What follows belongs to an exercise in optimizing a design on an open flow for small area and a short achievable clock period; a production flow would make more cautious choices.
The RTL was checked by simulation tests, not by an equivalence proof against the original design.
No activity file was given, so power comes from the tool's default toggle rates.

## rev 12
// datapath_mi
module datapath_mi(clk, rst, data, control_word, K, I, alu_status, r0, r1, r2, r3, r4, r5, r6, r7);
	input clk, rst;
	input [21:0] control_word;
	input [7:0] K;
	output [15:0] I;
	output [3:0] alu_status;
	output [7:0] data, r0, r1, r2, r3, r4, r5, r6, r7;
	wire sl     = control_word[21];
	wire il     = control_word[20];
	wire pcl    = control_word[19];
	wire mr     = control_word[18];
	wire mw     = control_word[17];
	wire b_sel  = control_word[16];
	wire a_sel  = control_word[15];
	wire en_alu = control_word[14];
	wire ci     = control_word[13];
	wire [2:0] FS = control_word[12:10];
	wire w      = control_word[9];
	wire [2:0] SB = control_word[8:6];
	wire [2:0] SA = control_word[5:3];
	wire [2:0] DA = control_word[2:0];
	wire [7:0] bus;       
	reg [7:0] R [0:6];
	reg [7:0] PC;
	reg [7:0] IR;
	reg [3:0] ST;
	wire [7:0] sela, selb;
	opdec deca(.s(SA), .x(a_sel), .y(sela));
	opdec decb(.s(SB), .x(b_sel), .y(selb));
	wire [7:0] A, B;       
	wire inv = FS[0] & FS[1];
	wire [7:0] g, p;       
	genvar i, b, k;
	generate
  ...
Size in the first run: roughly 2400 cells after synthesis, ~1100 flip-flops, roughly 42000 um^2 of cells after synthesis.
Settings: LEC_CHECK=0, CAP_MARGIN=20, CORE_MARGIN=2, CORE_UTILIZATION=65, CTS_BUF_LIST=sky130_fd_sc_hd__clkbuf_8, CTS_CLUSTER_DIAMETER=60, CTS_CLUSTER_SIZE=16, SETUP_SLACK_MARGIN=4, SLEW_MARGIN=20, SYNTH_HIERARCHICAL=1, SYNTH_MINIMUM_KEEP_SIZE=0, TNS_END_PERCENT=0; clock period 11.0 ns.
standard.sh (not shown) runs the stock make flow with config.mk's settings and CLKGATE_MAP_FILE= SYNTH_SCRIPT=/design/flow/synth_recipe.tcl, a recipe that flattens the netlist after the stock synthesis.
==> flow/flow/run.sh <==
#!/bin/bash
set -euo pipefail
bash standard.sh BUFFER_PORTS_ARGS="-buffer_cell sky130_fd_sc_hd__buf_2" finish > standard_flow.log 2>&1
Relative to rev 12, the following input files were edited for rev 13:
--- a/flow/design.v
+++ b/flow/design.v
@@ -110,24 +110,29 @@
 			wire rn;
 			oai21 l5(.a1(ro[0]), .a2(ro[1]), .b1(ram_rd), .y(rn));
 			assign ramn[b] = rn;
 			othbit ob(.o_and(o_and), .o_or(o_or), .o_shl(o_shl), .o_shr(o_shr), .o_xor(o_xor),
 				.g(g[b]), .p(p[b]), .l(shl[b]), .r(shr[b]), .x(xb[b]));
 		end
 	endgenerate
 	wire [7:0] alun;
-	finp f0(.p(p[0]), .c(ci),     .add(add), .x(xb[0]), .y(alun[0]));
-	finn f1(.p(p[1]), .cn(ng1[1]), .add(add), .x(xb[1]), .y(alun[1]));
-	finp f2(.p(p[2]), .c(g2[2]),  .add(add), .x(xb[2]), .y(alun[2]));
-	finp f3(.p(p[3]), .c(g2[3]),  .add(add), .x(xb[3]), .y(alun[3]));
-	finn f4(.p(p[4]), .cn(nc[4]), .add(add), .x(xb[4]), .y(alun[4]));
-	finn f5(.p(p[5]), .cn(nc[5]), .add(add), .x(xb[5]), .y(alun[5]));
-	finn f6(.p(p[6]), .cn(nc[6]), .add(add), .x(xb[6]), .y(alun[6]));
-	finn f7(.p(p[7]), .cn(nc[7]), .add(add), .x(xb[7]), .y(alun[7]));
+	wire [7:0] y1, y0;
+	wire [7:0] cpos = {1'b0, 1'b0, 1'b0, 1'b0, g2[3], g2[2], 1'b0, ci};    
+	wire [7:0] cneg = {nc[7], nc[6], nc[5], nc[4], 1'b0, 1'b0, ng1[1], 1'b0};  
+	generate
+		for (b = 0; b < 8; b = b + 1) begin : fv
+			selv sv(.add(add), .p(p[b]), .x(xb[b]), .y1(y1[b]), .y0(y0[b]));
+			if (b == 0 || b == 2 || b == 3) begin : tp
+				muxi m(.s(cpos[b]), .a1(y1[b]), .a0(y0[b]), .y(alun[b]));
+			end else begin : tn
+				muxi m(.s(cneg[b]), .a1(y0[b]), .a0(y1[b]), .y(alun[b]));
+			end
+		end
+	endgenerate
 	generate
 		for (b = 0; b < 8; b = b + 1) begin : bo
 			nand2g uo(.a(ramn[b]), .b(alun[b]), .y(data[b]));
 			nand2g ui(.a(ramn[b]), .b(alun[b]), .y(bus[b]));
 		end
 	endgenerate
 	wire [7:0] cin = {~nc[7], ~nc[6], ~nc[5], ~nc[4], g2[3], g2[2], ~ng1[1], ci};
 	reg [7:0] F;
@@ -263,25 +268,26 @@
 	assign o_shr = en & (fs == 3'b101);
 	assign o_xor = en & (fs == 3'b110);
 endmodule
 module othbit(o_and, o_or, o_shl, o_shr, o_xor, g, p, l, r, x);
 	input o_and, o_or, o_shl, o_shr, o_xor, g, p, l, r;
 	output x;
 	assign x = (o_and & g) | (o_or & (g | p)) | (o_shl & l) | (o_shr & r) | (o_xor & p);
 endmodule
-module finp(p, c, add, x, y);
-	input p, c, add, x;
-	output y;
-	assign y = ~(add ? (p ^ c) : x);
+module selv(add, p, x, y1, y0);
+	input add, p, x;
+	output y1, y0;
+	assign y1 = (add & ~p) | x;
+	assign y0 = (add & p) | x;
 endmodule
-module finn(p, cn, add, x, y);
-	input p, cn, add, x;
+module muxi(s, a1, a0, y);
+	input s, a1, a0;
 	output y;
-	assign y = ~(add ? ~(p ^ cn) : x);
+	assign y = ~(s ? a1 : a0);
 endmodule
 module aoi222(a1, a2, b1, b2, c1, c2, y);
 	input a1, a2, b1, b2, c1, c2;
 	output y;
 	assign y = ~((a1 & a2) | (b1 & b2) | (c1 & c2));
 endmodule
 module aoi22(a1, a2, b1, b2, y);
 	input a1, a2, b1, b2;
--- outcome ---
- Rev 13 completed; timing, DRC and antenna clean
- Rev 13 vs. rev 12: synthesized cell count picked up an extra 16; initial antenna violation count neither gained nor lost much; utilization picked up an extra 0.90 points; sequential share of power lost 1.2 points; portion of the clock cycle consumed by the worst path in the final layout neither gained nor lost much.
- Summary — design area, rev 13 relative to rev 12: higher, by 1.2%.
- Rev 12 and rev 13 ended up with nearly the same die outline height.
- Rev 13 vs rev 12 — average wire per cell in the routed design rose 1.6%.
- Non-clock buffer share of cell area (higher): rev 13
- Count of buffers added by post-CTS timing repair for setup on rev 13 is up relative to rev 12.
- Compared with rev 12, rev 13 shows wire length of the first global-routing pass higher by about 0.64%.

---

== the reference run ==
Another version of the RTL of datapath_mi (not shown whole).
Size in the first run: roughly 2400 cells after synthesis, about 42000 µm² of cells after synthesis.
export LEC_CHECK = 0
export CAP_MARGIN = 20
export CORE_MARGIN = 2
export CORE_UTILIZATION = 65
export CTS_CLUSTER_DIAMETER = 80
export CTS_CLUSTER_SIZE = 25
export SETUP_SLACK_MARGIN = 4
export SLEW_MARGIN = 20
export SYNTH_HIERARCHICAL = 1
export SYNTH_MINIMUM_KEEP_SIZE = 0
export TNS_END_PERCENT = 0
create_clock -name core_clock -period 11.0 [get_ports {clk}]
Scripts as last shown in full above: flow/flow/run.sh
For the trial run, these inputs were changed with respect to the reference run:
diff --git a/flow/design.v b/flow/design.v
--- a/flow/design.v
+++ b/flow/design.v
@@ -89,26 +89,30 @@
 			for (k = 0; k < 42; k = k + 1) begin : l1
 				aoi222 u(.a1(rsel[3*k]), .a2(q[3*k][b]),
 					.b1(rsel[3*k+1]), .b2(q[3*k+1][b]),
 					.c1(rsel[3*k+2]), .c2(q[3*k+2][b]), .y(y[k]));
 			end
 			aoi22 l1_last(.a1(rsel[126]), .a2(q[126][b]),
 				.b1(rsel[127]), .b2(q[127][b]), .y(y[42]));
-			wire [10:0] z;
-			for (k = 0; k < 10; k = k + 1) begin : l2
+			wire [11:0] z;
+			for (k = 0; k < 7; k = k + 1) begin : l2
 				nand4g u(.a(y[4*k]), .b(y[4*k+1]), .c(y[4*k+2]), .d(y[4*k+3]), .y(z[k]));
 			end
-			nand3g l2_last(.a(y[40]), .b(y[41]), .c(y[42]), .y(z[10]));
-			wire [2:0] u;
-			nor4g l3_0(.a(z[0]), .b(z[1]), .c(z[2]), .d(z[3]), .y(u[0]));
-			nor4g l3_1(.a(z[4]), .b(z[5]), .c(z[6]), .d(z[7]), .y(u[1]));
-			nor3g l3_2(.a(z[8]), .b(z[9]), .c(z[10]), .y(u[2]));
-			wire ro, rn;
-			nand3g l4(.a(u[0]), .b(u[1]), .c(u[2]), .y(ro));
-			nand2g l5(.a(ram_rd), .b(ro), .y(rn));
+			for (k = 0; k < 5; k = k + 1) begin : l2b
+				nand3g u(.a(y[28+3*k]), .b(y[29+3*k]), .c(y[30+3*k]), .y(z[7+k]));
+			end
+			wire [5:0] u;
+			for (k = 0; k < 6; k = k + 1) begin : l3
+				nor2g n(.a(z[2*k]), .b(z[2*k+1]), .y(u[k]));
+			end
+			wire [1:0] ro;
+			nand3g l4_0(.a(u[0]), .b(u[1]), .c(u[2]), .y(ro[0]));
+			nand3g l4_1(.a(u[3]), .b(u[4]), .c(u[5]), .y(ro[1]));
+			wire rn;
+			oai21 l5(.a1(ro[0]), .a2(ro[1]), .b1(ram_rd), .y(rn));
 			assign ramn[b] = rn;
 			othbit ob(.o_and(o_and), .o_or(o_or), .o_shl(o_shl), .o_shr(o_shr), .o_xor(o_xor),
 				.g(g[b]), .p(p[b]), .l(shl[b]), .r(shr[b]), .x(xb[b]));
 		end
 	endgenerate
 	wire [7:0] alun;
 	finp f0(.p(p[0]), .c(ci),     .add(add), .x(xb[0]), .y(alun[0]));
@@ -290,24 +294,14 @@
 	assign y = ~(a & b & c & d);
 endmodule
 module nand3g(a, b, c, y);
 	input a, b, c;
 	output y;
 	assign y = ~(a & b & c);
 endmodule
-module nor4g(a, b, c, d, y);
-	input a, b, c, d;
-	output y;
-	assign y = ~(a | b | c | d);
-endmodule
-module nor3g(a, b, c, y);
-	input a, b, c;
-	output y;
-	assign y = ~(a | b | c);
-endmodule
 module aoi21(a1, a2, b1, y);
 	input a1, a2, b1;
 	output y;
 	assign y = ~((a1 & a2) | b1);
 endmodule
 module oai21(a1, a2, b1, y);
 	input a1, a2, b1;
Findings:
The trial run: leakage power is 0.054 nW lower than what the reference run reported.
Against the reference run, via count of the first global-routing pass in the trial run rose slightly.
Summary: with the reference run as the reference, post-route total power in the trial run moved up slightly.
Status: cell area parity (the trial run, the reference run)
Delay of the slowest cell on the worst path: higher on the reference run
Against the reference run, non-clock buffer count in the trial run fell by more than 10%.

## re-timing with driven ports
The results above use ideal ports. As a check the final layouts listed here were re-extracted and re-timed, cells and wires unchanged.
Step 1 sets driving cells, clkbuf_16 on the clock port and buf_2 on the other inputs (assumed; they add their load-dependent delay and slew).
Step 2 also shifts input and output timing later by t, the mid clock arrival at the registers, as if the neighbouring blocks saw the same clock.
a / b / c = ideal ports / drivers / drivers and shift; a / b = the first two.
run | t (ns) | setup WS [ns] | slew at the worst register clock pin (ns) | pins driven straight from the clock port
rev 12 | 0.782 | 3.948 / 3.884 / 3.884 | 0.11 / 0.11 | 1
rev 13 | 0.787 | 3.963 / 3.893 / 3.893 | 0.11 / 0.11 | 1
the reference run | 0.708 | 3.795 / 3.673 / 3.673 | 0.10 / 0.10 | 1
the trial run | 0.707 | 3.964 / 3.902 / 3.902 | 0.10 / 0.10 | 1
After both steps setup and hold are still met in every run listed. The setup slack of the reference run, which loses most, moves by -0.122 ns with the drivers and by -0.122 ns with both steps.
